What follows belongs to an exercise in optimizing a design on an open flow for small area; a production flow would make more cautious choices. In this exercise RTL edits were held to simulation tests only and were not proved equivalent to the original.

== run 1 ==
// mrfm_dsp
module mrfm_dsp
  (input clock,
   input reset,
   input enable,
   input serial_strobe,
   input [6:0] serial_addr,
   input [31:0] serial_data,
   input [11:0] rx_a_a,
   input [11:0] rx_b_a,
   output [15:0] adc_out,
   output [15:0] filt_out,
   output strobe_out);
   reg        k0nz, k1nz;
   reg [7:0]  rate_0, rate_1;
   reg [4:0]  shift;           
   wire       wr_decim = serial_strobe & (serial_addr == 7'd64);
   wire       wr_coeff = serial_strobe & (serial_addr == 7'd67);
   wire       wr_shift = serial_strobe & (serial_addr == 7'd68);
   wire       wr_k0    = serial_strobe & (serial_addr == 7'd75);
   wire       wr_k1    = serial_strobe & (serial_addr == 7'd76);
   always @(posedge clock)
     if (reset) begin
        k0nz <= 1'b0;
        k1nz <= 1'b0;
        rate_0 <= 8'd0;
        rate_1 <= 8'd0;
        shift <= 5'd0;
     end else begin
        if (wr_k0) k0nz <= |serial_data;
        if (wr_k1) k1nz <= |serial_data;
        if (wr_decim) begin
           rate_0 <= serial_data[7:0];
           rate_1 <= serial_data[15:8];
        end
        if (wr_shift)
          shift <= (serial_data[7:0] > 8'd22) ? 5'd0 : serial_data[4:0];
     end
   wire [12:0] sa = k0nz ? {rx_a_a[11], rx_a_a} : 13'd0;
   wire [12:0] sb = k1nz ? {rx_b_a[11], rx_b_a} : 13'd0;
   wire [12:0] ssum, scar;
   mac_ha u_sum0(.a(sa[0]), .b(sb[0]), .s(ssum[0]), .co(scar[0]));
   genvar      si;
   generate
      for (si = 1; si < 13; si = si + 1) begin : g_sum
         mac_fa u_sum(.a(sa[si]), .b(sb[si]), .c(scar[si-1]), .s(ssum[si]), .co(scar[si]));
      end
   endgenerate
   wire [16:0] sum_extend = {ssum, 4'b0};
   wire        in_range = sum_extend[16] == sum_extend[15];
   reg [15:0]  adc0;
   always @(posedge clock)
     adc0 <= in_range ? sum_extend[15:0] : {sum_extend[16], {15{~sum_extend[16]}}};
   assign adc_out = adc0;
   reg [7:0]  cnt0, cnt1;
   wire       strobe_0 = (cnt0 == 8'd0) & enable;
  ...
For scale: ~3600 cells after synthesis, roughly 510 flip-flops, roughly 36000 µm² of cells after synthesis.
clock: 10.0 ns
lec_check: 0
abc_area: 1
cap_margin: 20
core_margin: 2
core_utilization: 50
cts_cluster_diameter: 90
cts_cluster_size: 22
slew_margin: 20
synth_hierarchical: 1
synth_minimum_keep_size: 0
run.sh (not shown) runs the stock make flow with config.mk's settings and CLKGATE_MAP_FILE= SYNTH_SCRIPT=/design/flow/synth_recipe.tcl, a recipe that flattens the netlist after the stock synthesis.
#### Input delta (run 2 over run 1)
Settings: a change of CTS_CLUSTER_DIAMETER from 90 to 100; a change of CTS_CLUSTER_SIZE from 22 to 26.
Results
- Status | run 1 and run 2 | clean
- ~same first-pass GRT wire length in run 1 and run 2
- Run 1 -> run 2: total track usage flat
- Setup slack is higher on run 1
- Changes observed in run 2 relative to run 1: layout net count roughly the same, design area roughly the same.
- On via count, run 1 and run 2 are neck and neck.
- Run 1 and run 2 ended up with nearly the same met2 global-route usage.
diff inputs: run 2 => run 3
Settings: a change of SLEW_MARGIN from 20 to 0; a change of CAP_MARGIN from 20 to 0; a change of CTS_CLUSTER_SIZE from 26 to 22; a change of CTS_CLUSTER_DIAMETER from 100 to 90.
From run 2 to run 3 the numbers moved as follows: via total after detailed routing now sits at about the same level; die width now sits at about the same level; time the worst path needs with I/O delays and setup now sits lower; area of the die now sits at about the same level. Delta (run 3 minus run 2): post-placement cell count now sits at about the same level.

Starting RTL as in the previous note.
==> flow/config.mk <==
export PLATFORM = sky130hd
export DESIGN_NAME = mrfm_dsp
export DESIGN_NICKNAME = mrfm_dsp
export VERILOG_FILES = /design/flow/design.v
export SDC_FILE = /design/flow/constraint.sdc
export NUM_CORES = 4
export LEC_CHECK = 0
export ABC_AREA = 1
export CAP_MARGIN = 20
export CORE_MARGIN = 2
export CORE_UTILIZATION = 65
export CTS_CLUSTER_DIAMETER = 100
export CTS_CLUSTER_SIZE = 26
export PLACE_DENSITY = 0.8
export SLEW_MARGIN = 20
export SYNTH_HIERARCHICAL = 1
export SYNTH_MINIMUM_KEEP_SIZE = 0
==> flow/constraint.sdc <==
create_clock -name core_clock -period 10.0 [get_ports {clock}]
set_input_delay 2.0000 -clock core_clock [delete_from_list [all_inputs] [get_ports {clock}]]
set_output_delay 2.0000 -clock core_clock [all_outputs]
set_load 0.01 [all_outputs]
The first run completed without violations.
Rerun with:
CTS_CLUSTER_DIAMETER = 90   (was 100)
CTS_CLUSTER_SIZE = 22   (was 26)
What happened: The new run completed without violations. Via count is about the same. Die area does not change. Clock skew is lower by 0.0090 ns. Wire length shrinks by about 0.5%. Area after synthesis is unchanged. Core utilization stays flat. First-iteration DRC count decreases by 1.0%. Hold slack hardly moves. Non-clock buffer count does not change.

==> what the ideal ports hide <==
In the flow no input, the clock included, has a driving cell. The finished layouts below were timed again as built, in two steps.
Step 1 assumes that a clkbuf_16 drives the clock port and a buf_2 every other input.
Step 2 times the ports against the registers' clock, not the clock port: input delays grow and output delays shrink by t, the midpoint of the rising clock arrivals with the driver on.
Slacks: no drivers / after step 1 / after step 2; pairs: no drivers / after step 1.
run	shift t [ns]	slack for setup (ns)	worst setup path at the end	latest minus earliest clock arrival (ns)
run 1	0.701	0.901 / 0.935 / 0.235	input to register	0.051 / 0.051
run 2	0.695	0.871 / 0.908 / 0.214	input to register	0.065 / 0.065
run 3	0.701	0.874 / 0.907 / 0.207	input to register	0.046 / 0.047
the first run of note 2	0.698	0.787 / 0.787 / 0.150	input to register	0.054 / 0.053
the second run of note 2	0.701	0.816 / 0.859 / 0.158	input to register	0.040 / 0.040
After both steps setup and hold are still met in every run listed. The setup slack of run 3, which loses most, moves by +0.033 ns with the drivers and by -0.667 ns with both steps.
